This is an optimization exercise on Yosys and OpenROAD, whose aim is small area, not a production implementation. Function was checked by simulation only, so behaviour that the tests miss may differ from the original. In this run the design's own scripts or RTL, not TritonCTS, make the clock network. No driver is modelled on the clock port, so clock power and skew are understated where the tree is cut down; a real chip needs a root buffer or a tree.

## flow/run.sh

```bash
#!/bin/bash
# The standard layout (bash standard.sh) with these changes:
#  - port buffers (one per input and output port, as standard) use buf_1 cells;
#  - after clock tree synthesis, its tree is replaced (POST_CTS_TCL hook) by a
#    two-level tree (flow/mantree.tcl, flow/rebuild.tcl): clk -> one clkbuf_8
#    -> 9 clkbuf_8 leaves, each driving the flip-flops of one placement cluster;
#  - timing repair runs after global routing (with the final clock tree) only.
# standard.sh's output goes to standard_flow.log; ORFS's per-step logs stay in orfs/logs.
set -euo pipefail
FLOWDIR="$PWD/flow"
cat > "$PWD/post_cts.tcl" <<EOF
source $FLOWDIR/mantree.tcl
source $FLOWDIR/rebuild.tcl
clktree_rebuild 9 sky130_fd_sc_hd__clkbuf_8 sky130_fd_sc_hd__clkbuf_8
detailed_placement
check_placement -verbose
estimate_parasitics -placement
report_worst_slack -max
report_worst_slack -min
EOF
export POST_CTS_TCL="$PWD/post_cts.tcl"
# the timing repair that follows global routing runs with the final clock tree
export SKIP_CTS_REPAIR_TIMING=1
export BUFFER_PORTS_ARGS="-buffer_cell sky130_fd_sc_hd__buf_1"
export CTS_ARGS="-sink_clustering_enable -repair_clock_nets -buf_list sky130_fd_sc_hd__clkbuf_8 -dont_use_dummy_load"
bash standard.sh > standard_flow.log 2>&1
```

## flow/rebuild.tcl

```tcl
# Replace the clock tree that clock_tree_synthesis built with a two-level
# tree (mantree.tcl): every flip-flop clock pin goes back on the clock net,
# the CTS buffers and their nets are removed, then the new tree is built.
proc clktree_rebuild { nleaf leaf_cell root_cell {late_pat ""} {dly_cell ""} {ndly 0} } {
  set block [ord::get_db_block]
  set clknet [$block findNet clk]
  set bufs {}
  foreach inst [$block getInsts] {
    if {[string match "clkbuf_*" [$inst getName]] && [string match "sky130_fd_sc_hd__clkbuf_*" [[$inst getMaster] getName]]} {
      lappend bufs $inst
    }
  }
  set nets {}
  foreach b $bufs {
    set onet [[$b findITerm X] getNet]
    if {$onet ne "NULL"} { lappend nets $onet }
  }
  foreach onet $nets {
    foreach it [$onet getITerms] {
      set inst [$it getInst]
      if {[lsearch -exact $bufs $inst] >= 0} continue
      $it disconnect
      $it connect $clknet
    }
  }
  foreach b $bufs { odb::dbInst_destroy $b }
  foreach onet $nets { odb::dbNet_destroy $onet }
  puts "clktree_rebuild: removed [llength $bufs] CTS buffers"
  mantree_build $nleaf $leaf_cell $root_cell $late_pat $dly_cell $ndly
}
```

## config.mk

```make
export PLATFORM = sky130hd
export DESIGN_NAME = fir_filter
export DESIGN_NICKNAME = fir_filter
export VERILOG_FILES = /design/flow/design.v
export SDC_FILE = /design/flow/constraint.sdc
export NUM_CORES = 4
export LEC_CHECK = 0
export CAP_MARGIN = 20
export CORE_MARGIN = 2
export CORE_UTILIZATION = 72
export GPL_TIMING_DRIVEN = 0
export SLEW_MARGIN = 20
export SYNTH_HIERARCHICAL = 1
```

## constraint.sdc

```tcl
create_clock -name core_clock -period 13.0 [get_ports {clk}]
set_input_delay 2.6000 -clock core_clock [delete_from_list [all_inputs] [get_ports {clk}]]
set_output_delay 2.6000 -clock core_clock [all_outputs]
set_load 0.01 [all_outputs]
```

## standard.sh

```bash
#!/bin/bash
# synth_recipe.tcl (not shown) runs the flow's synth.tcl, then flattens the netlist and writes it again
# the make line also repeats each setting of config.mk as NAME=value (left out here)
make -C /OpenROAD-flow-scripts/flow DESIGN_CONFIG=/design/flow/config.mk WORK_HOME=/design/flow/orfs CLKGATE_MAP_FILE= SYNTH_SCRIPT=/design/flow/synth_recipe.tcl "${@:-finish}"
```

## design.v

```verilog
module fir_filter(clk,reset,data_in,data_out);
input clk,reset;
input signed [15:0] data_in;  
output reg signed [15:0] data_out;  
reg [15:0] x0, x1, x2, x3, x4, x5, x6, x7;
wire [15:0] y;
always @(posedge clk or posedge reset)
  if (reset) begin
    x0 <= 0; x1 <= 0; x2 <= 0; x3 <= 0;
    x4 <= 0; x5 <= 0; x6 <= 0; x7 <= 0;
    data_out <= 0;
  end else begin
    x0 <= data_in; x1 <= x0; x2 <= x1; x3 <= x2;
    x4 <= x3; x5 <= x4; x6 <= x5; x7 <= x6;
    data_out <= y;
  end
  wire n1 = x1[0] ^ x6[0];
  wire n2 = x1[0] & x6[0];
  wire n3, n4;
  fir_fa u_n3 (.a(x1[1]), .b(x6[1]), .c(n2), .s(n3), .co(n4));
  wire n5, n6;
  fir_fa u_n5 (.a(x1[2]), .b(x6[2]), .c(n4), .s(n5), .co(n6));
  wire n7, n8;
  fir_fa u_n7 (.a(x1[3]), .b(x6[3]), .c(n6), .s(n7), .co(n8));
  wire n9, n10;
  fir_fa u_n9 (.a(x1[4]), .b(x6[4]), .c(n8), .s(n9), .co(n10));
  wire n11, n12;
  fir_fa u_n11 (.a(x1[5]), .b(x6[5]), .c(n10), .s(n11), .co(n12));
  wire n13, n14;
  fir_fa u_n13 (.a(x1[6]), .b(x6[6]), .c(n12), .s(n13), .co(n14));
  wire n15, n16;
  fir_fa u_n15 (.a(x1[7]), .b(x6[7]), .c(n14), .s(n15), .co(n16));
  wire n17, n18;
  fir_fa u_n17 (.a(x1[8]), .b(x6[8]), .c(n16), .s(n17), .co(n18));
  wire n19, n20;
  fir_fa u_n19 (.a(x1[9]), .b(x6[9]), .c(n18), .s(n19), .co(n20));
  wire n21, n22;
  fir_fa u_n21 (.a(x1[10]), .b(x6[10]), .c(n20), .s(n21), .co(n22));
  wire n23, n24;
  fir_fa u_n23 (.a(x1[11]), .b(x6[11]), .c(n22), .s(n23), .co(n24));
  wire n25, n26;
  fir_fa u_n25 (.a(x1[12]), .b(x6[12]), .c(n24), .s(n25), .co(n26));
  wire n27, n28;
  fir_fa u_n27 (.a(x1[13]), .b(x6[13]), .c(n26), .s(n27), .co(n28));
  wire n29, n30;
  fir_fa u_n29 (.a(x1[14]), .b(x6[14]), .c(n28), .s(n29), .co(n30));
  wire n31, n32;
  fir_fa u_n31 (.a(~x1[15]), .b(~x6[15]), .c(n30), .s(n31), .co(n32));
  wire n33 = x2[0] ^ x5[0];
  wire n34 = x2[0] & x5[0];
  wire n35, n36;
  fir_fa u_n35 (.a(x2[1]), .b(x5[1]), .c(n34), .s(n35), .co(n36));
  wire n37, n38;
  fir_fa u_n37 (.a(x2[2]), .b(x5[2]), .c(n36), .s(n37), .co(n38));
  wire n39, n40;
  fir_fa u_n39 (.a(x2[3]), .b(x5[3]), .c(n38), .s(n39), .co(n40));
  wire n41, n42;
  fir_fa u_n41 (.a(x2[4]), .b(x5[4]), .c(n40), .s(n41), .co(n42));
  wire n43, n44;
  fir_fa u_n43 (.a(x2[5]), .b(x5[5]), .c(n42), .s(n43), .co(n44));
  wire n45, n46;
  fir_fa u_n45 (.a(x2[6]), .b(x5[6]), .c(n44), .s(n45), .co(n46));
  wire n47, n48;
  fir_fa u_n47 (.a(x2[7]), .b(x5[7]), .c(n46), .s(n47), .co(n48));
  wire n49, n50;
  fir_fa u_n49 (.a(x2[8]), .b(x5[8]), .c(n48), .s(n49), .co(n50));
  wire n51, n52;
  fir_fa u_n51 (.a(x2[9]), .b(x5[9]), .c(n50), .s(n51), .co(n52));
  wire n53, n54;
  fir_fa u_n53 (.a(x2[10]), .b(x5[10]), .c(n52), .s(n53), .co(n54));
  wire n55, n56;
  fir_fa u_n55 (.a(x2[11]), .b(x5[11]), .c(n54), .s(n55), .co(n56));
  wire n57, n58;
  fir_fa u_n57 (.a(x2[12]), .b(x5[12]), .c(n56), .s(n57), .co(n58));
  wire n59, n60;
  fir_fa u_n59 (.a(x2[13]), .b(x5[13]), .c(n58), .s(n59), .co(n60));
  wire n61, n62;
  fir_fa u_n61 (.a(x2[14]), .b(x5[14]), .c(n60), .s(n61), .co(n62));
  wire n63, n64;
  fir_fa u_n63 (.a(~x2[15]), .b(~x5[15]), .c(n62), .s(n63), .co(n64));
  wire n65 = x3[0] ^ x4[0];
  wire n66 = x3[0] & x4[0];
  wire n67, n68;
  fir_fa u_n67 (.a(x3[1]), .b(x4[1]), .c(n66), .s(n67), .co(n68));
  wire n69, n70;
  fir_fa u_n69 (.a(x3[2]), .b(x4[2]), .c(n68), .s(n69), .co(n70));
  wire n71, n72;
  fir_fa u_n71 (.a(x3[3]), .b(x4[3]), .c(n70), .s(n71), .co(n72));
  wire n73, n74;
  fir_fa u_n73 (.a(x3[4]), .b(x4[4]), .c(n72), .s(n73), .co(n74));
  wire n75, n76;
  fir_fa u_n75 (.a(x3[5]), .b(x4[5]), .c(n74), .s(n75), .co(n76));
  wire n77, n78;
  fir_fa u_n77 (.a(x3[6]), .b(x4[6]), .c(n76), .s(n77), .co(n78));
  wire n79, n80;
  fir_fa u_n79 (.a(x3[7]), .b(x4[7]), .c(n78), .s(n79), .co(n80));
  wire n81, n82;
  fir_fa u_n81 (.a(x3[8]), .b(x4[8]), .c(n80), .s(n81), .co(n82));
  wire n83, n84;
  fir_fa u_n83 (.a(x3[9]), .b(x4[9]), .c(n82), .s(n83), .co(n84));
  wire n85, n86;
  fir_fa u_n85 (.a(x3[10]), .b(x4[10]), .c(n84), .s(n85), .co(n86));
  wire n87, n88;
  fir_fa u_n87 (.a(x3[11]), .b(x4[11]), .c(n86), .s(n87), .co(n88));
  wire n89, n90;
  fir_fa u_n89 (.a(x3[12]), .b(x4[12]), .c(n88), .s(n89), .co(n90));
  wire n91, n92;
  fir_fa u_n91 (.a(x3[13]), .b(x4[13]), .c(n90), .s(n91), .co(n92));
  wire n93, n94;
  fir_fa u_n93 (.a(x3[14]), .b(x4[14]), .c(n92), .s(n93), .co(n94));
  wire n95, n96;
  fir_fa u_n95 (.a(~x3[15]), .b(~x4[15]), .c(n94), .s(n95), .co(n96));
  wire n97 = ~x0[0] ^ n33;
  wire n98 = ~x0[0] & n33;
  wire n99, n100;
  fir_fa u_n99 (.a(~x0[1]), .b(n98), .c(n35), .s(n99), .co(n100));
  wire n101, n102;
  fir_fa u_n101 (.a(~x0[2]), .b(n37), .c(n100), .s(n101), .co(n102));
  wire n103, n104;
  fir_fa u_n103 (.a(~x0[3]), .b(n39), .c(n102), .s(n103), .co(n104));
  wire n105, n106;
  fir_fa u_n105 (.a(~x0[4]), .b(n41), .c(n104), .s(n105), .co(n106));
  wire n107, n108;
  fir_fa u_n107 (.a(~x0[5]), .b(n43), .c(n106), .s(n107), .co(n108));
  wire n109, n110;
  fir_fa u_n109 (.a(~x0[6]), .b(n45), .c(n108), .s(n109), .co(n110));
  wire n111, n112;
  fir_fa u_n111 (.a(~x0[7]), .b(n47), .c(n110), .s(n111), .co(n112));
  wire n113, n114;
  fir_fa u_n113 (.a(~x0[8]), .b(n49), .c(n112), .s(n113), .co(n114));
  wire n115, n116;
  fir_fa u_n115 (.a(~x0[9]), .b(n51), .c(n114), .s(n115), .co(n116));
  wire n117, n118;
  fir_fa u_n117 (.a(~x0[10]), .b(n53), .c(n116), .s(n117), .co(n118));
  wire n119, n120;
  fir_fa u_n119 (.a(~x0[11]), .b(n55), .c(n118), .s(n119), .co(n120));
  wire n121, n122;
  fir_fa u_n121 (.a(~x0[12]), .b(n57), .c(n120), .s(n121), .co(n122));
  wire n123, n124;
  fir_fa u_n123 (.a(~x0[13]), .b(n59), .c(n122), .s(n123), .co(n124));
  wire n125, n126;
  fir_fa u_n125 (.a(~x0[14]), .b(n61), .c(n124), .s(n125), .co(n126));
  wire n127, n128;
  fir_fa u_n127 (.a(x0[15]), .b(n63), .c(n126), .s(n127), .co(n128));
  wire n129 = n64 ^ n128;
  wire n130 = n64 & n128;
  wire n131 = x0[3] ^ n1;
  wire n132 = x0[3] & n1;
  wire n133, n134;
  fir_fa u_n133 (.a(x0[4]), .b(n132), .c(n3), .s(n133), .co(n134));
  wire n135, n136;
  fir_fa u_n135 (.a(x0[5]), .b(n5), .c(n134), .s(n135), .co(n136));
  wire n137, n138;
  fir_fa u_n137 (.a(x0[6]), .b(n7), .c(n136), .s(n137), .co(n138));
  wire n139, n140;
  fir_fa u_n139 (.a(x0[7]), .b(n9), .c(n138), .s(n139), .co(n140));
  wire n141, n142;
  fir_fa u_n141 (.a(x0[8]), .b(n11), .c(n140), .s(n141), .co(n142));
  wire n143, n144;
  fir_fa u_n143 (.a(x0[9]), .b(n13), .c(n142), .s(n143), .co(n144));
  wire n145, n146;
  fir_fa u_n145 (.a(x0[10]), .b(n15), .c(n144), .s(n145), .co(n146));
  wire n147, n148;
  fir_fa u_n147 (.a(x0[11]), .b(n17), .c(n146), .s(n147), .co(n148));
  wire n149, n150;
  fir_fa u_n149 (.a(x0[12]), .b(n19), .c(n148), .s(n149), .co(n150));
  wire n151, n152;
  fir_fa u_n151 (.a(x0[13]), .b(n21), .c(n150), .s(n151), .co(n152));
  wire n153, n154;
  fir_fa u_n153 (.a(x0[14]), .b(n23), .c(n152), .s(n153), .co(n154));
  wire n155, n156;
  fir_fa u_n155 (.a(~x0[15]), .b(n25), .c(n154), .s(n155), .co(n156));
  wire n157 = n27 ^ n156;
  wire n158 = n27 & n156;
  wire n159 = n158 ^ n29;
  wire n160 = n158 & n29;
  wire n161 = n160 ^ n31;
  wire n162 = n160 & n31;
  wire n163 = n32 ^ n162;
  wire n164 = n32 & n162;
  wire n165 = x7[0] ^ n3;
  wire n166 = x7[0] & n3;
  wire n167, n168;
  fir_fa u_n167 (.a(x7[1]), .b(n166), .c(n5), .s(n167), .co(n168));
  wire n169, n170;
  fir_fa u_n169 (.a(x7[2]), .b(n7), .c(n168), .s(n169), .co(n170));
  wire n171, n172;
  fir_fa u_n171 (.a(x7[3]), .b(n9), .c(n170), .s(n171), .co(n172));
  wire n173, n174;
  fir_fa u_n173 (.a(x7[4]), .b(n11), .c(n172), .s(n173), .co(n174));
  wire n175, n176;
  fir_fa u_n175 (.a(x7[5]), .b(n13), .c(n174), .s(n175), .co(n176));
  wire n177, n178;
  fir_fa u_n177 (.a(x7[6]), .b(n15), .c(n176), .s(n177), .co(n178));
  wire n179, n180;
  fir_fa u_n179 (.a(x7[7]), .b(n17), .c(n178), .s(n179), .co(n180));
  wire n181, n182;
  fir_fa u_n181 (.a(x7[8]), .b(n19), .c(n180), .s(n181), .co(n182));
  wire n183, n184;
  fir_fa u_n183 (.a(x7[9]), .b(n21), .c(n182), .s(n183), .co(n184));
  wire n185, n186;
  fir_fa u_n185 (.a(x7[10]), .b(n23), .c(n184), .s(n185), .co(n186));
  wire n187, n188;
  fir_fa u_n187 (.a(x7[11]), .b(n25), .c(n186), .s(n187), .co(n188));
  wire n189, n190;
  fir_fa u_n189 (.a(x7[12]), .b(n27), .c(n188), .s(n189), .co(n190));
  wire n191, n192;
  fir_fa u_n191 (.a(x7[13]), .b(n29), .c(n190), .s(n191), .co(n192));
  wire n193, n194;
  fir_fa u_n193 (.a(x7[14]), .b(n192), .c(n31), .s(n193), .co(n194));
  wire n195, n196;
  fir_fa u_n195 (.a(~x7[15]), .b(n32), .c(n194), .s(n195), .co(n196));
  wire n197 = x7[0] ^ n97;
  wire n198 = x7[0] & n97;
  wire n199, n200;
  fir_fa u_n199 (.a(x7[1]), .b(n198), .c(n99), .s(n199), .co(n200));
  wire n201, n202;
  fir_fa u_n201 (.a(x7[2]), .b(n200), .c(n101), .s(n201), .co(n202));
  wire n203, n204;
  fir_fa u_n203 (.a(x7[3]), .b(n202), .c(n103), .s(n203), .co(n204));
  wire n205, n206;
  fir_fa u_n205 (.a(x7[4]), .b(n204), .c(n105), .s(n205), .co(n206));
  wire n207, n208;
  fir_fa u_n207 (.a(x7[5]), .b(n206), .c(n107), .s(n207), .co(n208));
  wire n209, n210;
  fir_fa u_n209 (.a(x7[6]), .b(n208), .c(n109), .s(n209), .co(n210));
  wire n211, n212;
  fir_fa u_n211 (.a(x7[7]), .b(n210), .c(n111), .s(n211), .co(n212));
  wire n213, n214;
  fir_fa u_n213 (.a(x7[8]), .b(n212), .c(n113), .s(n213), .co(n214));
  wire n215, n216;
  fir_fa u_n215 (.a(x7[9]), .b(n214), .c(n115), .s(n215), .co(n216));
  wire n217, n218;
  fir_fa u_n217 (.a(x7[10]), .b(n216), .c(n117), .s(n217), .co(n218));
  wire n219, n220;
  fir_fa u_n219 (.a(x7[11]), .b(n218), .c(n119), .s(n219), .co(n220));
  wire n221, n222;
  fir_fa u_n221 (.a(x7[12]), .b(n220), .c(n121), .s(n221), .co(n222));
  wire n223, n224;
  fir_fa u_n223 (.a(x7[13]), .b(n222), .c(n123), .s(n223), .co(n224));
  wire n225, n226;
  fir_fa u_n225 (.a(x7[14]), .b(n224), .c(n125), .s(n225), .co(n226));
  wire n227, n228;
  fir_fa u_n227 (.a(~x7[15]), .b(n226), .c(n127), .s(n227), .co(n228));
  wire n229 = n65 ^ n99;
  wire n230 = n65 & n99;
  wire n231, n232;
  fir_fa u_n231 (.a(n67), .b(n230), .c(n101), .s(n231), .co(n232));
  wire n233, n234;
  fir_fa u_n233 (.a(n69), .b(n232), .c(n103), .s(n233), .co(n234));
  wire n235, n236;
  fir_fa u_n235 (.a(n71), .b(n234), .c(n105), .s(n235), .co(n236));
  wire n237, n238;
  fir_fa u_n237 (.a(n73), .b(n236), .c(n107), .s(n237), .co(n238));
  wire n239, n240;
  fir_fa u_n239 (.a(n75), .b(n238), .c(n109), .s(n239), .co(n240));
  wire n241, n242;
  fir_fa u_n241 (.a(n77), .b(n240), .c(n111), .s(n241), .co(n242));
  wire n243, n244;
  fir_fa u_n243 (.a(n79), .b(n242), .c(n113), .s(n243), .co(n244));
  wire n245, n246;
  fir_fa u_n245 (.a(n81), .b(n244), .c(n115), .s(n245), .co(n246));
  wire n247, n248;
  fir_fa u_n247 (.a(n83), .b(n246), .c(n117), .s(n247), .co(n248));
  wire n249, n250;
  fir_fa u_n249 (.a(n85), .b(n248), .c(n119), .s(n249), .co(n250));
  wire n251, n252;
  fir_fa u_n251 (.a(n87), .b(n250), .c(n121), .s(n251), .co(n252));
  wire n253, n254;
  fir_fa u_n253 (.a(n89), .b(n252), .c(n123), .s(n253), .co(n254));
  wire n255, n256;
  fir_fa u_n255 (.a(n91), .b(n254), .c(n125), .s(n255), .co(n256));
  wire n257, n258;
  fir_fa u_n257 (.a(n93), .b(n256), .c(n127), .s(n257), .co(n258));
  wire n259, n260;
  fir_fa u_n259 (.a(n95), .b(n129), .c(n258), .s(n259), .co(n260));
  wire n261, n262;
  fir_fa u_n261 (.a(n96), .b(n130), .c(n260), .s(n261), .co(n262));
  wire n263 = x0[0] ^ n201;
  wire n264 = x0[0] & n201;
  wire n265, n266;
  fir_fa u_n265 (.a(x0[1]), .b(n264), .c(n203), .s(n265), .co(n266));
  wire n267, n268;
  fir_fa u_n267 (.a(x0[2]), .b(n266), .c(n205), .s(n267), .co(n268));
  wire n269, n270;
  fir_fa u_n269 (.a(n131), .b(n268), .c(n207), .s(n269), .co(n270));
  wire n271, n272;
  fir_fa u_n271 (.a(n133), .b(n270), .c(n209), .s(n271), .co(n272));
  wire n273, n274;
  fir_fa u_n273 (.a(n135), .b(n272), .c(n211), .s(n273), .co(n274));
  wire n275, n276;
  fir_fa u_n275 (.a(n137), .b(n274), .c(n213), .s(n275), .co(n276));
  wire n277, n278;
  fir_fa u_n277 (.a(n139), .b(n276), .c(n215), .s(n277), .co(n278));
  wire n279, n280;
  fir_fa u_n279 (.a(n141), .b(n278), .c(n217), .s(n279), .co(n280));
  wire n281, n282;
  fir_fa u_n281 (.a(n143), .b(n280), .c(n219), .s(n281), .co(n282));
  wire n283 = n145 ^ n221;
  wire n284 = n145 & n221;
  wire n285, n286;
  fir_fa u_n285 (.a(n147), .b(n284), .c(n223), .s(n285), .co(n286));
  wire n287, n288;
  fir_fa u_n287 (.a(n149), .b(n286), .c(n225), .s(n287), .co(n288));
  wire n289, n290;
  fir_fa u_n289 (.a(n151), .b(n288), .c(n227), .s(n289), .co(n290));
  wire n291, n292;
  fir_fa u_n291 (.a(n153), .b(n129), .c(n228), .s(n291), .co(n292));
  wire n293 = n290 ^ n291;
  wire n294 = n290 & n291;
  wire n295, n296;
  fir_fa u_n295 (.a(n155), .b(n130), .c(n292), .s(n295), .co(n296));
  wire n297 = n294 ^ n295;
  wire n298 = n294 & n295;
  wire n299 = (1'b0 & n1) | (1'b0 & n199) | (n1 & n199);
  wire n300, n301;
  fir_fa u_n300 (.a(n97), .b(n165), .c(n299), .s(n300), .co(n301));
  wire n302 = ~(n263 | n300);
  wire n303 = 1'b0 ^ x0[0] ^ n229;
  wire n304 = (1'b0 & x0[0]) | (1'b0 & n229) | (x0[0] & n229);
  wire n305, n306;
  fir_fa u_n305 (.a(n167), .b(n303), .c(n301), .s(n305), .co(n306));
  wire n307 = (~n302 & n305) | (~n302 & n265) | (n305 & n265);
  wire n308 = 1'b1 ^ ~x0[1] ^ n65;
  wire n309 = (1'b1 & ~x0[1]) | (1'b1 & n65) | (~x0[1] & n65);
  wire n310, n311;
  fir_fa u_n310 (.a(n1), .b(n304), .c(n169), .s(n310), .co(n311));
  wire n312, n313;
  fir_fa u_n312 (.a(~n308), .b(n231), .c(n310), .s(n312), .co(n313));
  wire n314, n315;
  fir_fa u_n314 (.a(n306), .b(n312), .c(n267), .s(n314), .co(n315));
  wire n316 = ~(n307 | n314);
  wire n317, n318;
  fir_fa u_n317 (.a(~x0[2]), .b(n67), .c(n309), .s(n317), .co(n318));
  wire n319, n320;
  fir_fa u_n319 (.a(n197), .b(n165), .c(~n317), .s(n319), .co(n320));
  wire n321, n322;
  fir_fa u_n321 (.a(n319), .b(n171), .c(n311), .s(n321), .co(n322));
  wire n323, n324;
  fir_fa u_n323 (.a(n233), .b(n321), .c(n313), .s(n323), .co(n324));
  wire n325, n326;
  fir_fa u_n325 (.a(n323), .b(n315), .c(n269), .s(n325), .co(n326));
  wire n327 = n316 & ~n325;
  wire n328, n329;
  fir_fa u_n328 (.a(~n131), .b(n69), .c(n318), .s(n328), .co(n329));
  wire n330, n331;
  fir_fa u_n330 (.a(n167), .b(n320), .c(n199), .s(n330), .co(n331));
  wire n332, n333;
  fir_fa u_n332 (.a(n330), .b(n173), .c(n322), .s(n332), .co(n333));
  wire n334, n335;
  fir_fa u_n334 (.a(n235), .b(n332), .c(n324), .s(n334), .co(n335));
  wire n336, n337;
  fir_fa u_n336 (.a(n334), .b(n326), .c(n271), .s(n336), .co(n337));
  wire n338 = (n328 & n327) | (n328 & ~n336) | (n327 & ~n336);
  wire n339, n340;
  fir_fa u_n339 (.a(~n133), .b(n71), .c(n329), .s(n339), .co(n340));
  wire n341, n342;
  fir_fa u_n341 (.a(n169), .b(n331), .c(~n339), .s(n341), .co(n342));
  wire n343, n344;
  fir_fa u_n343 (.a(n263), .b(n341), .c(n175), .s(n343), .co(n344));
  wire n345, n346;
  fir_fa u_n345 (.a(n333), .b(n237), .c(n343), .s(n345), .co(n346));
  wire n347, n348;
  fir_fa u_n347 (.a(n335), .b(n345), .c(n337), .s(n347), .co(n348));
  wire n349 = (n273 & n347) | (n273 & ~n338) | (n347 & ~n338);
  wire n350 = 1'b0 ^ n1 ^ n135;
  wire n351 = (1'b0 & n1) | (1'b0 & n135) | (n1 & n135);
  wire n352, n353;
  fir_fa u_n352 (.a(n73), .b(~n350), .c(n340), .s(n352), .co(n353));
  wire n354, n355;
  fir_fa u_n354 (.a(n171), .b(n342), .c(~n352), .s(n354), .co(n355));
  wire n356, n357;
  fir_fa u_n356 (.a(n265), .b(n354), .c(n344), .s(n356), .co(n357));
  wire n358, n359;
  fir_fa u_n358 (.a(n177), .b(n239), .c(n346), .s(n358), .co(n359));
  wire n360, n361;
  fir_fa u_n360 (.a(n356), .b(n358), .c(n348), .s(n360), .co(n361));
  wire n362 = (n275 & n360) | (n275 & n349) | (n360 & n349);
  wire n363, n364;
  fir_fa u_n363 (.a(n165), .b(n137), .c(n351), .s(n363), .co(n364));
  wire n365, n366;
  fir_fa u_n365 (.a(n75), .b(~n363), .c(n353), .s(n365), .co(n366));
  wire n367, n368;
  fir_fa u_n367 (.a(n173), .b(n355), .c(~n365), .s(n367), .co(n368));
  wire n369, n370;
  fir_fa u_n369 (.a(n267), .b(n367), .c(n357), .s(n369), .co(n370));
  wire n371, n372;
  fir_fa u_n371 (.a(n179), .b(n359), .c(n369), .s(n371), .co(n372));
  wire n373, n374;
  fir_fa u_n373 (.a(n241), .b(n371), .c(n361), .s(n373), .co(n374));
  wire n375 = (n277 & n373) | (n277 & n362) | (n373 & n362);
  wire n376 = 1'b1 ^ n97 ^ ~n167;
  wire n377 = (1'b1 & n97) | (1'b1 & ~n167) | (n97 & ~n167);
  wire n378, n379;
  fir_fa u_n378 (.a(~n376), .b(n139), .c(n364), .s(n378), .co(n379));
  wire n380, n381;
  fir_fa u_n380 (.a(n77), .b(~n378), .c(n366), .s(n380), .co(n381));
  wire n382, n383;
  fir_fa u_n382 (.a(n175), .b(n368), .c(~n380), .s(n382), .co(n383));
  wire n384, n385;
  fir_fa u_n384 (.a(n269), .b(n382), .c(n370), .s(n384), .co(n385));
  wire n386, n387;
  fir_fa u_n386 (.a(n181), .b(n372), .c(n384), .s(n386), .co(n387));
  wire n388, n389;
  fir_fa u_n388 (.a(n243), .b(n386), .c(n374), .s(n388), .co(n389));
  wire n390 = (n279 & n388) | (n279 & n375) | (n388 & n375);
  wire n391, n392;
  fir_fa u_n391 (.a(n229), .b(~n169), .c(n377), .s(n391), .co(n392));
  wire n393, n394;
  fir_fa u_n393 (.a(~n391), .b(n141), .c(n379), .s(n393), .co(n394));
  wire n395, n396;
  fir_fa u_n395 (.a(n79), .b(~n393), .c(n381), .s(n395), .co(n396));
  wire n397, n398;
  fir_fa u_n397 (.a(n177), .b(n383), .c(~n395), .s(n397), .co(n398));
  wire n399, n400;
  fir_fa u_n399 (.a(n271), .b(n397), .c(n385), .s(n399), .co(n400));
  wire n401, n402;
  fir_fa u_n401 (.a(n183), .b(n387), .c(n399), .s(n401), .co(n402));
  wire n403, n404;
  fir_fa u_n403 (.a(n245), .b(n401), .c(n389), .s(n403), .co(n404));
  wire n405 = (n281 & n403) | (n281 & n390) | (n403 & n390);
  wire n406, n407;
  fir_fa u_n406 (.a(n1), .b(n97), .c(~n231), .s(n406), .co(n407));
  wire n408, n409;
  fir_fa u_n408 (.a(n171), .b(~n392), .c(n406), .s(n408), .co(n409));
  wire n410, n411;
  fir_fa u_n410 (.a(n143), .b(n394), .c(n408), .s(n410), .co(n411));
  wire n412, n413;
  fir_fa u_n412 (.a(n81), .b(n396), .c(~n410), .s(n412), .co(n413));
  wire n414, n415;
  fir_fa u_n414 (.a(n179), .b(n398), .c(~n412), .s(n414), .co(n415));
  wire n416, n417;
  fir_fa u_n416 (.a(n273), .b(n414), .c(n400), .s(n416), .co(n417));
  wire n418, n419;
  fir_fa u_n418 (.a(n185), .b(n402), .c(n416), .s(n418), .co(n419));
  wire n420, n421;
  fir_fa u_n420 (.a(n247), .b(n418), .c(n282), .s(n420), .co(n421));
  wire n422, n423;
  fir_fa u_n422 (.a(n404), .b(n283), .c(n420), .s(n422), .co(n423));
  wire n424 = ~(n405 | n422);
  wire n425, n426;
  fir_fa u_n425 (.a(n165), .b(n229), .c(n407), .s(n425), .co(n426));
  wire n427, n428;
  fir_fa u_n427 (.a(n173), .b(n425), .c(n409), .s(n427), .co(n428));
  wire n429, n430;
  fir_fa u_n429 (.a(n145), .b(n411), .c(n427), .s(n429), .co(n430));
  wire n431, n432;
  fir_fa u_n431 (.a(n233), .b(n83), .c(n413), .s(n431), .co(n432));
  wire n433, n434;
  fir_fa u_n433 (.a(n429), .b(n181), .c(n415), .s(n433), .co(n434));
  wire n435, n436;
  fir_fa u_n435 (.a(~n431), .b(n275), .c(n433), .s(n435), .co(n436));
  wire n437, n438;
  fir_fa u_n437 (.a(n417), .b(n187), .c(n435), .s(n437), .co(n438));
  wire n439, n440;
  fir_fa u_n439 (.a(n419), .b(n249), .c(n437), .s(n439), .co(n440));
  wire n441, n442;
  fir_fa u_n441 (.a(n439), .b(n421), .c(n423), .s(n441), .co(n442));
  wire n443 = (n285 & ~n424) | (n285 & n441) | (~n424 & n441);
  wire n444 = 1'b1 ^ n97 ^ ~n167;
  wire n445 = (1'b1 & n97) | (1'b1 & ~n167) | (n97 & ~n167);
  wire n446, n447;
  fir_fa u_n446 (.a(~n444), .b(n231), .c(n426), .s(n446), .co(n447));
  wire n448, n449;
  fir_fa u_n448 (.a(n175), .b(n428), .c(n446), .s(n448), .co(n449));
  wire n450, n451;
  fir_fa u_n450 (.a(n147), .b(n430), .c(n448), .s(n450), .co(n451));
  wire n452, n453;
  fir_fa u_n452 (.a(n235), .b(n85), .c(n432), .s(n452), .co(n453));
  wire n454, n455;
  fir_fa u_n454 (.a(n450), .b(n183), .c(n434), .s(n454), .co(n455));
  wire n456, n457;
  fir_fa u_n456 (.a(n454), .b(n277), .c(n436), .s(n456), .co(n457));
  wire n458, n459;
  fir_fa u_n458 (.a(n189), .b(n438), .c(n456), .s(n458), .co(n459));
  wire n460, n461;
  fir_fa u_n460 (.a(n251), .b(n440), .c(n458), .s(n460), .co(n461));
  wire n462, n463;
  fir_fa u_n462 (.a(~n452), .b(n460), .c(n442), .s(n462), .co(n463));
  wire n464 = (n287 & n443) | (n287 & n462) | (n443 & n462);
  wire n465, n466;
  fir_fa u_n465 (.a(n229), .b(~n169), .c(n445), .s(n465), .co(n466));
  wire n467, n468;
  fir_fa u_n467 (.a(n233), .b(n447), .c(n177), .s(n467), .co(n468));
  wire n469, n470;
  fir_fa u_n469 (.a(n465), .b(n237), .c(~n449), .s(n469), .co(n470));
  wire n471, n472;
  fir_fa u_n471 (.a(n467), .b(n149), .c(n451), .s(n471), .co(n472));
  wire n473, n474;
  fir_fa u_n473 (.a(n87), .b(n469), .c(n453), .s(n473), .co(n474));
  wire n475, n476;
  fir_fa u_n475 (.a(n471), .b(n185), .c(n455), .s(n475), .co(n476));
  wire n477, n478;
  fir_fa u_n477 (.a(n475), .b(n457), .c(n279), .s(n477), .co(n478));
  wire n479, n480;
  fir_fa u_n479 (.a(n191), .b(n459), .c(n477), .s(n479), .co(n480));
  wire n481, n482;
  fir_fa u_n481 (.a(n253), .b(n461), .c(n479), .s(n481), .co(n482));
  wire n483, n484;
  fir_fa u_n483 (.a(~n473), .b(n481), .c(n463), .s(n483), .co(n484));
  wire n485, n486;
  fir_fa u_n485 (.a(n289), .b(n464), .c(n483), .s(n485), .co(n486));
  wire n487, n488;
  fir_fa u_n487 (.a(n231), .b(~n171), .c(n466), .s(n487), .co(n488));
  wire n489, n490;
  fir_fa u_n489 (.a(n235), .b(n179), .c(n468), .s(n489), .co(n490));
  wire n491, n492;
  fir_fa u_n491 (.a(n487), .b(n239), .c(n470), .s(n491), .co(n492));
  wire n493, n494;
  fir_fa u_n493 (.a(n489), .b(n151), .c(n472), .s(n493), .co(n494));
  wire n495, n496;
  fir_fa u_n495 (.a(n89), .b(n491), .c(n474), .s(n495), .co(n496));
  wire n497, n498;
  fir_fa u_n497 (.a(n493), .b(n187), .c(n476), .s(n497), .co(n498));
  wire n499, n500;
  fir_fa u_n499 (.a(n497), .b(n478), .c(n281), .s(n499), .co(n500));
  wire n501, n502;
  fir_fa u_n501 (.a(n193), .b(n480), .c(n499), .s(n501), .co(n502));
  wire n503, n504;
  fir_fa u_n503 (.a(n255), .b(n482), .c(n501), .s(n503), .co(n504));
  wire n505, n506;
  fir_fa u_n505 (.a(n503), .b(n293), .c(n484), .s(n505), .co(n506));
  wire n507, n508;
  fir_fa u_n507 (.a(~n495), .b(n486), .c(n505), .s(n507), .co(n508));
  wire n509, n510;
  fir_fa u_n509 (.a(n233), .b(~n173), .c(n488), .s(n509), .co(n510));
  wire n511, n512;
  fir_fa u_n511 (.a(n237), .b(n181), .c(n490), .s(n511), .co(n512));
  wire n513, n514;
  fir_fa u_n513 (.a(n509), .b(n241), .c(n492), .s(n513), .co(n514));
  wire n515, n516;
  fir_fa u_n515 (.a(n511), .b(n153), .c(n494), .s(n515), .co(n516));
  wire n517, n518;
  fir_fa u_n517 (.a(n91), .b(n513), .c(n496), .s(n517), .co(n518));
  wire n519, n520;
  fir_fa u_n519 (.a(n515), .b(n189), .c(n498), .s(n519), .co(n520));
  wire n521, n522;
  fir_fa u_n521 (.a(n282), .b(n519), .c(n283), .s(n521), .co(n522));
  wire n523, n524;
  fir_fa u_n523 (.a(~n517), .b(n500), .c(n195), .s(n523), .co(n524));
  wire n525, n526;
  fir_fa u_n525 (.a(n521), .b(n502), .c(n523), .s(n525), .co(n526));
  wire n527, n528;
  fir_fa u_n527 (.a(n257), .b(n504), .c(n525), .s(n527), .co(n528));
  wire n529, n530;
  fir_fa u_n529 (.a(n527), .b(n297), .c(n506), .s(n529), .co(n530));
  wire n531, n532;
  fir_fa u_n531 (.a(n235), .b(~n175), .c(n510), .s(n531), .co(n532));
  wire n533, n534;
  fir_fa u_n533 (.a(n239), .b(n183), .c(n512), .s(n533), .co(n534));
  wire n535, n536;
  fir_fa u_n535 (.a(n531), .b(n243), .c(n514), .s(n535), .co(n536));
  wire n537, n538;
  fir_fa u_n537 (.a(n533), .b(n155), .c(n157), .s(n537), .co(n538));
  wire n539, n540;
  fir_fa u_n539 (.a(n93), .b(~n516), .c(n535), .s(n539), .co(n540));
  wire n541, n542;
  fir_fa u_n541 (.a(n537), .b(~n518), .c(n191), .s(n541), .co(n542));
  wire n543, n544;
  fir_fa u_n543 (.a(~n539), .b(n520), .c(n541), .s(n543), .co(n544));
  wire n545, n546;
  fir_fa u_n545 (.a(n196), .b(n522), .c(n543), .s(n545), .co(n546));
  wire n547, n548;
  fir_fa u_n547 (.a(n285), .b(n524), .c(n545), .s(n547), .co(n548));
  wire n549, n550;
  fir_fa u_n549 (.a(n526), .b(n259), .c(n547), .s(n549), .co(n550));
  wire n551, n552;
  fir_fa u_n551 (.a(n296), .b(n528), .c(n298), .s(n551), .co(n552));
  wire n553, n554;
  fir_fa u_n553 (.a(n549), .b(n551), .c(n530), .s(n553), .co(n554));
  wire n555 = 1'b1 ^ ~n177 ^ n237;
  wire n556 = (1'b1 & ~n177) | (1'b1 & n237) | (~n177 & n237);
  wire n557, n558;
  fir_fa u_n557 (.a(~n532), .b(~n555), .c(n241), .s(n557), .co(n558));
  wire n559, n560;
  fir_fa u_n559 (.a(n557), .b(n185), .c(n534), .s(n559), .co(n560));
  wire n561, n562;
  fir_fa u_n561 (.a(n245), .b(~n157), .c(n536), .s(n561), .co(n562));
  wire n563, n564;
  fir_fa u_n563 (.a(n559), .b(n159), .c(n538), .s(n563), .co(n564));
  wire n565, n566;
  fir_fa u_n565 (.a(n95), .b(n540), .c(n561), .s(n565), .co(n566));
  wire n567, n568;
  fir_fa u_n567 (.a(n563), .b(n542), .c(n193), .s(n567), .co(n568));
  wire n569, n570;
  fir_fa u_n569 (.a(~n565), .b(n544), .c(n567), .s(n569), .co(n570));
  wire n571, n572;
  fir_fa u_n571 (.a(n546), .b(n569), .c(n287), .s(n571), .co(n572));
  wire n573, n574;
  fir_fa u_n573 (.a(n548), .b(n571), .c(n550), .s(n573), .co(n574));
  wire n575, n576;
  fir_fa u_n575 (.a(n261), .b(n552), .c(n573), .s(n575), .co(n576));
  wire n577 = 1'b1 ^ n556 ^ n239;
  wire n578 = (1'b1 & n556) | (1'b1 & n239) | (n556 & n239);
  wire n579, n580;
  fir_fa u_n579 (.a(n179), .b(~n577), .c(n243), .s(n579), .co(n580));
  wire n581, n582;
  fir_fa u_n581 (.a(n579), .b(n187), .c(n560), .s(n581), .co(n582));
  wire n583, n584;
  fir_fa u_n583 (.a(n558), .b(~n247), .c(n159), .s(n583), .co(n584));
  wire n585, n586;
  fir_fa u_n585 (.a(~n96), .b(n581), .c(~n562), .s(n585), .co(n586));
  wire n587, n588;
  fir_fa u_n587 (.a(n161), .b(n564), .c(n583), .s(n587), .co(n588));
  wire n589, n590;
  fir_fa u_n589 (.a(~n566), .b(n585), .c(n587), .s(n589), .co(n590));
  wire n591, n592;
  fir_fa u_n591 (.a(n568), .b(n195), .c(n589), .s(n591), .co(n592));
  wire n593, n594;
  fir_fa u_n593 (.a(n570), .b(n591), .c(n572), .s(n593), .co(n594));
  wire n595, n596;
  fir_fa u_n595 (.a(n289), .b(n262), .c(n593), .s(n595), .co(n596));
  wire n597, n598;
  fir_fa u_n597 (.a(n574), .b(n595), .c(n576), .s(n597), .co(n598));
  wire n599, n600;
  fir_fa u_n599 (.a(n181), .b(~n578), .c(~n241), .s(n599), .co(n600));
  wire n601, n602;
  fir_fa u_n601 (.a(n599), .b(n245), .c(n580), .s(n601), .co(n602));
  wire n603, n604;
  fir_fa u_n603 (.a(n189), .b(n601), .c(n582), .s(n603), .co(n604));
  wire n605, n606;
  fir_fa u_n605 (.a(~n249), .b(n161), .c(n584), .s(n605), .co(n606));
  wire n607, n608;
  fir_fa u_n607 (.a(n603), .b(n586), .c(n163), .s(n607), .co(n608));
  wire n609, n610;
  fir_fa u_n609 (.a(n588), .b(n605), .c(n196), .s(n609), .co(n610));
  wire n611, n612;
  fir_fa u_n611 (.a(n607), .b(n590), .c(n609), .s(n611), .co(n612));
  wire n613, n614;
  fir_fa u_n613 (.a(n592), .b(n611), .c(n293), .s(n613), .co(n614));
  wire n615, n616;
  fir_fa u_n615 (.a(n594), .b(n613), .c(n596), .s(n615), .co(n616));
  wire n617, n618;
  fir_fa u_n617 (.a(n183), .b(~n243), .c(n600), .s(n617), .co(n618));
  wire n619, n620;
  fir_fa u_n619 (.a(n617), .b(n247), .c(n602), .s(n619), .co(n620));
  wire n621, n622;
  fir_fa u_n621 (.a(n191), .b(n604), .c(n619), .s(n621), .co(n622));
  wire n623, n624;
  fir_fa u_n623 (.a(n164), .b(n163), .c(~n251), .s(n623), .co(n624));
  wire n625, n626;
  fir_fa u_n625 (.a(n606), .b(n621), .c(n608), .s(n625), .co(n626));
  wire n627, n628;
  fir_fa u_n627 (.a(n623), .b(n610), .c(n625), .s(n627), .co(n628));
  wire n629, n630;
  fir_fa u_n629 (.a(n612), .b(n627), .c(n297), .s(n629), .co(n630));
  wire n631, n632;
  fir_fa u_n631 (.a(n614), .b(n629), .c(n616), .s(n631), .co(n632));
  wire n633, n634;
  fir_fa u_n633 (.a(n185), .b(~n245), .c(n618), .s(n633), .co(n634));
  wire n635, n636;
  fir_fa u_n635 (.a(n157), .b(n249), .c(n620), .s(n635), .co(n636));
  wire n637, n638;
  fir_fa u_n637 (.a(n164), .b(n622), .c(n635), .s(n637), .co(n638));
  wire n639, n640;
  fir_fa u_n639 (.a(n633), .b(n193), .c(~n253), .s(n639), .co(n640));
  wire n641, n642;
  fir_fa u_n641 (.a(n624), .b(n637), .c(n626), .s(n641), .co(n642));
  wire n643, n644;
  fir_fa u_n643 (.a(n639), .b(n641), .c(n628), .s(n643), .co(n644));
  wire n645, n646;
  fir_fa u_n645 (.a(n643), .b(n296), .c(n298), .s(n645), .co(n646));
  wire n647, n648;
  fir_fa u_n647 (.a(n630), .b(n645), .c(n632), .s(n647), .co(n648));
  wire n649, n650;
  fir_fa u_n649 (.a(n187), .b(~n247), .c(n634), .s(n649), .co(n650));
  wire n651, n652;
  fir_fa u_n651 (.a(n159), .b(n636), .c(n251), .s(n651), .co(n652));
  wire n653, n654;
  fir_fa u_n653 (.a(n649), .b(n638), .c(n651), .s(n653), .co(n654));
  wire n655, n656;
  fir_fa u_n655 (.a(n195), .b(~n255), .c(n640), .s(n655), .co(n656));
  wire n657, n658;
  fir_fa u_n657 (.a(n653), .b(n642), .c(n655), .s(n657), .co(n658));
  wire n659, n660;
  fir_fa u_n659 (.a(n644), .b(n657), .c(n646), .s(n659), .co(n660));
  wire n661 = 1'b1 ^ n249 ^ ~n650;
  wire n662 = (1'b1 & n249) | (1'b1 & ~n650) | (n249 & ~n650);
  wire n663, n664;
  fir_fa u_n663 (.a(n189), .b(n161), .c(~n661), .s(n663), .co(n664));
  wire n665, n666;
  fir_fa u_n665 (.a(n652), .b(n196), .c(n253), .s(n665), .co(n666));
  wire n667, n668;
  fir_fa u_n667 (.a(n663), .b(n654), .c(n665), .s(n667), .co(n668));
  wire n669, n670;
  fir_fa u_n669 (.a(n656), .b(~n257), .c(n667), .s(n669), .co(n670));
  wire n671, n672;
  fir_fa u_n671 (.a(n658), .b(n669), .c(n660), .s(n671), .co(n672));
  wire n673, n674;
  fir_fa u_n673 (.a(n191), .b(n163), .c(~n662), .s(n673), .co(n674));
  wire n675, n676;
  fir_fa u_n675 (.a(~n251), .b(n664), .c(n673), .s(n675), .co(n676));
  wire n677, n678;
  fir_fa u_n677 (.a(n255), .b(n666), .c(n675), .s(n677), .co(n678));
  wire n679, n680;
  fir_fa u_n679 (.a(n668), .b(n677), .c(~n259), .s(n679), .co(n680));
  wire n681, n682;
  fir_fa u_n681 (.a(n670), .b(n679), .c(n672), .s(n681), .co(n682));
  wire n683 = 1'b0 ^ n164 ^ n193;
  wire n684 = (1'b0 & n164) | (1'b0 & n193) | (n164 & n193);
  wire n685, n686;
  fir_fa u_n685 (.a(n674), .b(~n253), .c(n683), .s(n685), .co(n686));
  wire n687, n688;
  fir_fa u_n687 (.a(n676), .b(n685), .c(n257), .s(n687), .co(n688));
  wire n689, n690;
  fir_fa u_n689 (.a(n678), .b(n687), .c(n680), .s(n689), .co(n690));
  wire n691, n692;
  fir_fa u_n691 (.a(~n261), .b(n689), .c(n682), .s(n691), .co(n692));
  wire n693 = 1'b1 ^ ~n684 ^ ~n195;
  wire n694 = (1'b1 & ~n684) | (1'b1 & ~n195) | (~n684 & ~n195);
  wire n695, n696;
  fir_fa u_n695 (.a(n255), .b(~n686), .c(n693), .s(n695), .co(n696));
  wire n697, n698;
  fir_fa u_n697 (.a(~n695), .b(n688), .c(n259), .s(n697), .co(n698));
  wire n699, n700;
  fir_fa u_n699 (.a(~n262), .b(n697), .c(n690), .s(n699), .co(n700));
  wire n701, n702;
  fir_fa u_n701 (.a(~n196), .b(n694), .c(n257), .s(n701), .co(n702));
  wire n703, n704;
  fir_fa u_n703 (.a(n696), .b(n701), .c(~n261), .s(n703), .co(n704));
  wire n705, n706;
  fir_fa u_n705 (.a(n698), .b(~n703), .c(n700), .s(n705), .co(n706));
  wire n707 = n702 ^ n259 ^ ~n262;
  wire n708 = n704 ^ n707 ^ ~n706;
  wire n709 = n508 ^ n529;
  wire n710 = ~(n508 | n529);
  wire n711 = ~n553 ^ n710;
  wire n712 = ~n553 & n710;
  wire n713, n714;
  fir_fa u_n713 (.a(n554), .b(n575), .c(~n712), .s(n713), .co(n714));
  wire n715 = n597 ^ n714;
  wire n716 = ~(n597 | n714);
  wire n717, n718;
  fir_fa u_n717 (.a(n598), .b(n615), .c(~n716), .s(n717), .co(n718));
  wire n719 = n631 ^ n718;
  wire n720 = ~(n631 | n718);
  wire n721 = ~n647 ^ n720;
  wire n722 = ~n647 & n720;
  wire n723 = n648 ^ n659;
  wire n724 = ~(n648 | n659);
  wire n725 = ~n671 ^ n724;
  wire n726 = ~n671 & n724;
  wire n727 = ~n681 ^ n726;
  wire n728 = ~n681 & n726;
  wire n729 = ~n691 ^ n728;
  wire n730 = ~n691 & n728;
  wire n731, n732;
  fir_fa u_n731 (.a(n692), .b(n699), .c(~n730), .s(n731), .co(n732));
  wire n733 = n705 ^ n732;
  wire n734 = ~(n705 | n732);
  wire n735 = n708 ^ n734;
  wire n736 = n648 ^ n659 ^ 1'b0;
  wire n737 = (n648 & n659) | (n648 & 1'b0) | (n659 & 1'b0);
  wire n738 = n671 ^ n737;
  wire n739 = ~(n671 | n737);
  wire n740 = ~n681 ^ n739;
  wire n741 = ~n681 & n739;
  wire n742 = ~n691 ^ n741;
  wire n743 = ~n691 & n741;
  wire n744, n745;
  fir_fa u_n744 (.a(n692), .b(n699), .c(~n743), .s(n744), .co(n745));
  wire n746 = n705 ^ n745;
  wire n747 = ~(n705 | n745);
  wire n748 = n708 ^ n747;
  wire n749 = n722 ? ~n736 : n723;
  wire n750 = n722 ? n738 : n725;
  wire n751 = n722 ? n740 : n727;
  wire n752 = n722 ? n742 : n729;
  wire n753 = n722 ? n744 : n731;
  wire n754 = n722 ? n746 : n733;
  wire n755 = n722 ? n748 : n735;
  assign y = {n755, n754, ~n753, n752, n751, n750, n749, n721, n719, ~n717, n715, ~n713, n711, n709, ~n507, ~n485};
endmodule
module fir_fa(a, b, c, s, co);
input a, b, c;
output s, co;
assign s = a ^ b ^ c;
assign co = (a & b) | (a & c) | (b & c);
endmodule
```

## flow/mantree.tcl

```tcl
# Build a two-level clock tree by hand: the clock port drives one root
# buffer, which drives NLEAF leaf buffers, each feeding the flip-flops of one
# k-means cluster (by placed location) directly.
proc mantree_build { nleaf leaf_cell root_cell {late_pat ""} {dly_cell ""} {ndly 0} } {
  set db [ord::get_db]
  set block [ord::get_db_block]
  set clknet [$block findNet clk]
  set sinks {}
  set late {}
  foreach it [$clknet getITerms] {
    if {$late_pat ne "" && [string match $late_pat [[$it getInst] getName]]} {
      lappend late $it
    } else {
      lappend sinks $it
    }
  }
  set pts {}
  foreach it $sinks {
    set b [[$it getInst] getBBox]
    lappend pts [list [expr {([$b xMin] + [$b xMax]) / 2}] [expr {([$b yMin] + [$b yMax]) / 2}]]
  }
  set n [llength $pts]
  # k-means, deterministic init: sinks sorted by x then split evenly
  set order [lsort -integer -indices [lmap p $pts {lindex $p 0}]]
  set cent {}
  for {set k 0} {$k < $nleaf} {incr k} {
    set i [lindex $order [expr {int(($k + 0.5) * $n / $nleaf)}]]
    lappend cent [lindex $pts $i]
  }
  set cap [expr {int(ceil(double($n) / $nleaf)) + 2}]
  for {set iter 0} {$iter < 30} {incr iter} {
    # capacity-limited assignment: closest sink-centroid pairs first
    set pairs {}
    for {set i 0} {$i < $n} {incr i} {
      set p [lindex $pts $i]
      for {set k 0} {$k < $nleaf} {incr k} {
        set c [lindex $cent $k]
        set d [expr {abs([lindex $p 0] - [lindex $c 0]) + abs([lindex $p 1] - [lindex $c 1])}]
        lappend pairs [list $d $i $k]
      }
    }
    set pairs [lsort -real -index 0 $pairs]
    set asg [lrepeat $n -1]
    set cnt [lrepeat $nleaf 0]
    foreach pr $pairs {
      lassign $pr d i k
      if {[lindex $asg $i] >= 0} continue
      if {[lindex $cnt $k] >= $cap} continue
      lset asg $i $k
      lset cnt $k [expr {[lindex $cnt $k] + 1}]
    }
    set newc {}
    for {set k 0} {$k < $nleaf} {incr k} {
      set sx 0; set sy 0; set m 0
      for {set i 0} {$i < $n} {incr i} {
        if {[lindex $asg $i] == $k} {
          set sx [expr {$sx + [lindex $pts $i 0]}]
          set sy [expr {$sy + [lindex $pts $i 1]}]
          incr m
        }
      }
      if {$m > 0} {
        lappend newc [list [expr {$sx / $m}] [expr {$sy / $m}]]
      } else {
        lappend newc [lindex $cent $k]
      }
    }
    set cent $newc
  }
  # root buffer at the centroid of the leaves
  set rx 0; set ry 0
  foreach c $cent { set rx [expr {$rx + [lindex $c 0]}]; set ry [expr {$ry + [lindex $c 1]}] }
  set rx [expr {$rx / $nleaf}]; set ry [expr {$ry / $nleaf}]
  set rmaster [$db findMaster $root_cell]
  set lmaster [$db findMaster $leaf_cell]
  set root [odb::dbInst_create $block $rmaster "clkroot_buf"]
  $root setLocation [expr {int($rx)}] [expr {int($ry)}]
  $root setPlacementStatus PLACED
  set rnet [odb::dbNet_create $block "clk_root"]
  $rnet setSigType CLOCK
  foreach it $sinks { $it disconnect }
  foreach it $late { $it disconnect }
  [$root findITerm A] connect $clknet
  [$root findITerm X] connect $rnet
  for {set k 0} {$k < $nleaf} {incr k} {
    set leaf [odb::dbInst_create $block $lmaster "clkleaf_buf_$k"]
    $leaf setLocation [expr {int([lindex $cent $k 0])}] [expr {int([lindex $cent $k 1])}]
    $leaf setPlacementStatus PLACED
    set lnet [odb::dbNet_create $block "clk_leaf_$k"]
    $lnet setSigType CLOCK
    [$leaf findITerm A] connect $rnet
    [$leaf findITerm X] connect $lnet
    for {set i 0} {$i < $n} {incr i} {
      if {[lindex $asg $i] == $k} {
        [lindex $sinks $i] connect $lnet
      }
    }
  }
  if {[llength $late] > 0} {
    # the late cluster: root net -> ndly delay cells -> one leaf buffer
    set lx 0; set ly 0
    foreach it $late {
      set b [[$it getInst] getBBox]
      set lx [expr {$lx + ([$b xMin] + [$b xMax]) / 2}]
      set ly [expr {$ly + ([$b yMin] + [$b yMax]) / 2}]
    }
    set lx [expr {int($lx / [llength $late])}]; set ly [expr {int($ly / [llength $late])}]
    set prev $rnet
    set dmaster [$db findMaster $dly_cell]
    for {set d 0} {$d < $ndly} {incr d} {
      set di [odb::dbInst_create $block $dmaster "clkdly_buf_$d"]
      $di setLocation $lx $ly
      $di setPlacementStatus PLACED
      set dn [odb::dbNet_create $block "clk_dly_$d"]
      $dn setSigType CLOCK
      [$di findITerm A] connect $prev
      [$di findITerm X] connect $dn
      set prev $dn
    }
    set leaf [odb::dbInst_create $block $lmaster "clkleaf_buf_late"]
    $leaf setLocation $lx $ly
    $leaf setPlacementStatus PLACED
    set lnet [odb::dbNet_create $block "clk_leaf_late"]
    $lnet setSigType CLOCK
    [$leaf findITerm A] connect $prev
    [$leaf findITerm X] connect $lnet
    foreach it $late { $it connect $lnet }
  }
  puts "mantree: $n sinks, $nleaf leaves, cluster sizes $cnt, late [llength $late] via $ndly $dly_cell"
}
```

==> results.yml <==
outcome:
  status: "finished clean"
sta:
  hold_ws_ps: 383
  finalCritPeriodShare_pct: 97.1
  setup_slack_ps: 377
  finalHoldViolations: 0
  maxSlewHeadroom_pct: 67.2
  slew_viol_final: 0
  worst_pin_slew_ps: 492
  min_period_ps: 12620
  fmax_mhz: 79.2
  setup_violations: 0
  finClkSkew_ps: 17.7
floorplanning:
  ios: 34
  die_h_microns: 129
  start_util_pct: 73.6
  coreArea_sq_um: 15200
  die_area_sq_um: 16600
  dieWidth_microns: 129
  std_cell_rows: 45
critical_path:
  path_class: "register to register"
  cp_slowest_cell: "fa_2"
  cp.required_ps: 13330
  r2r_setup_slack_ps: 380
  critPathTopFamily: "adder cells"
  cp_num_buf_inv: 6
  endpoint_kind: "register"
  max_stage_delay_ps: 640
  worst_r2r_startpoint: "x1[0]"
  reg2regPathDepth: 39
  r2r_end: "data_out[15]"
  cp_common_cell: "fa_1"
  critPathMaxFanout: 5
  critPathArrivalTime_ps: 12950
  start_kind: "register"
layout:
  n_antenna_cell: 0
  drive_above_1_share_pct: 6.63
  synthToLayoutAreaGrowth_pct: 5.85
  nNetsFinal: 1072
  ff_latch_area_sq_um: 3600
  multi_input_area_sq_um: 7280
  fill_cells: 841
clock_tree:
  clock_sinks: 144
  clock_latency_ps: 410
  path_clk_slew_ps: 90
synth:
  synth_area_leaders: "fa_1, dfrtp_1, ha_1, inv_1, xnor2_1"
  synth_most_common_cell: "fa_1"
  seq_area_frac_synth_pct: 32.2
  synth_area_leader_cell: "fa_1"
  ys.flop_type: "dfrtp_1"
  ys.warnings.count: 7
  synth-edff-count: 0
  syn_area_sq_um: 11200
  postSynthRegisterBits: 144
  synth.distinct_cells: 24
  yosysTopAreaCellShare_pct: 57.8
  synthesis.nets: 1021
  synthCells: 645
  ys_top_cells_by_count: "fa_1, dfrtp_1, inv_1"
  async_flop_share_pct: 100
  syn_avg_cell_area_sq_um: 17.4
drt:
  dr.pass1.iters: 4
  ant_nets: 0
  drtIter0Drc: 279
  vias: 5087
  viasPerCell: 5.77
  wl_per_cell_microns: 24.7
  routed_wl_microns: 21800
  drc_errors: 0
run:
  maxCapViolations: 0
global_routing:
  grt_pass1_wl_microns: 35100
  grt_pass1_vias: 6362
  grt_use_total_pct: 29.6
  antenna_found_initial: 0
  grt_max_degree: 74
  gr-total-overflow: 0
placed_design:
  dp_hpwl_microns: 18800
  post-place-ws_ps: 68.9
  io_buffer_count: 33
  gp_congestion: 0.944
hold_path:
  holdPathEnd: "x5[15]"
  hold_path.class: "register to register"
  hold_depth: 0
  hold_start: "x4[15]"
==> state kept, by name, summed over array words and instances, names as in the netlist <==
| name | cells |
|---|---|
| x4 | 16 |
| x3 | 16 |
| x5 | 16 |
| x6 | 16 |
| x0 | 16 |
| data_out | 16 |
| x2 | 16 |
| x7 | 16 |
| x1 | 16 |
==> cell usage in the layout (no fill, tap or decap), drive strengths merged, types with 2 or more instances in the layout <==
| master | instances |
|---|---|
| ha | 35 |
| a221oi | 2 |
| nand2b | 2 |
| maj3 | 2 |
| nand2 | 4 |
| xnor2 | 7 |
| buf | 40 |
| clkbuf | 10 |
| nor2 | 4 |
| inv | 103 |
| xor2 | 2 |
| dfrtp | 144 |
| mux2i | 3 |
| fa | 323 |
| o22ai | 3 |
| and2 | 2 |
==> per-module statistics from Yosys, one instance, submodules excluded <==
module,area [sq um],flip-flops and latches,cells inside
fir_fa,20.0,0,1
fir_filter,4730,144,322
==> metal layers <==
| metal | track usage (%) | vias up | routed length [microns] | share of wire [%] |
|---|---|---|---|---|
| met5 | 0 | - | 0 | 0 |
| met4 | 6.20 | 0 | 476 | 2.2 |
| met3 | 5.78 | 35 | 1360 | 6.2 |
| met2 | 48.4 | 161 | 11000 | 51 |
| met1 | 43.7 | 2884 | 8900 | 41 |
| li1 | - | 2007 | - | - |
==> area by class of cell <==
type / count / share of cell area (%)
Timing Repair Buffer: 39 / 1.59
Buffer: 11 / 1.26
Sequential cell: 144 / 30.4
Inverter: 103 / 3.33
Tap cell: 188 / 1.99
Multi-Input combinational cell: 397 / 61.4
==> metrics by stage <==
step | util (%) | instances | TNS, ps | cell area (sq um)
finish | 77.9 | 882 | 0 | 11800
global placement | 76.0 | 866 | 0 | 11600
global route | 77.9 | 882 | -12.0 | 11800
detailed placement | 76.2 | 867 | 0 | 11600
floorplan | - | 645 | 0 | 11200
==> worst max path at each step <==
stage / from / end / cells past startpoint
after floorplan: x1[0] / data_out[15] / 39
after global placement: x1[0] / data_out[15] / 39
after detailed placement: x1[0] / data_out[15] / 39
after global routing: x2[0] / data_out[15] / 39
final: x1[0] / data_out[15] / 39
==> cells by family after synthesis <==
kind of cell | Yosys count | synth area share [%]
flip-flops | 144 | 32.2
AO/OA/AOI/OAI | 10 | 0.682
XOR/XNOR | 9 | 0.704
adder cells (fa/ha/maj) | 360 | 61.9
AND/OR/NAND/NOR | 14 | 0.615
buffers and inverters | 104 | 3.55
multiplexers | 4 | 0.402

[what the ideal ports hide]
The results above use ideal ports. As a check the final layout listed here was re-extracted and re-timed, cells and wires unchanged.
Step 1 sets driving cells, clkbuf_16 on the clock port and buf_2 on the other inputs (assumed; they add their load-dependent delay and slew).
Step 2 adds t to the input delays and takes it off the output delays; t is the mean of the earliest and latest rising clock arrival at the registers after step 1. Input paths then give back, and output paths get back, about the clock's delay inside the block.
a / b / c = ideal / step 1 / step 2; a / b = the first two.
t (ns): 0.441
slack for setup (ns): 0.377 / 0.377 / 0.377
worst register clock-pin slew, ns: 0.10 / 0.10
cell pins on the clock port's net: 1
After both steps this run still meets setup and hold. The setup slack of this run moves by 0.000 ns with the drivers and by 0.000 ns with both steps.
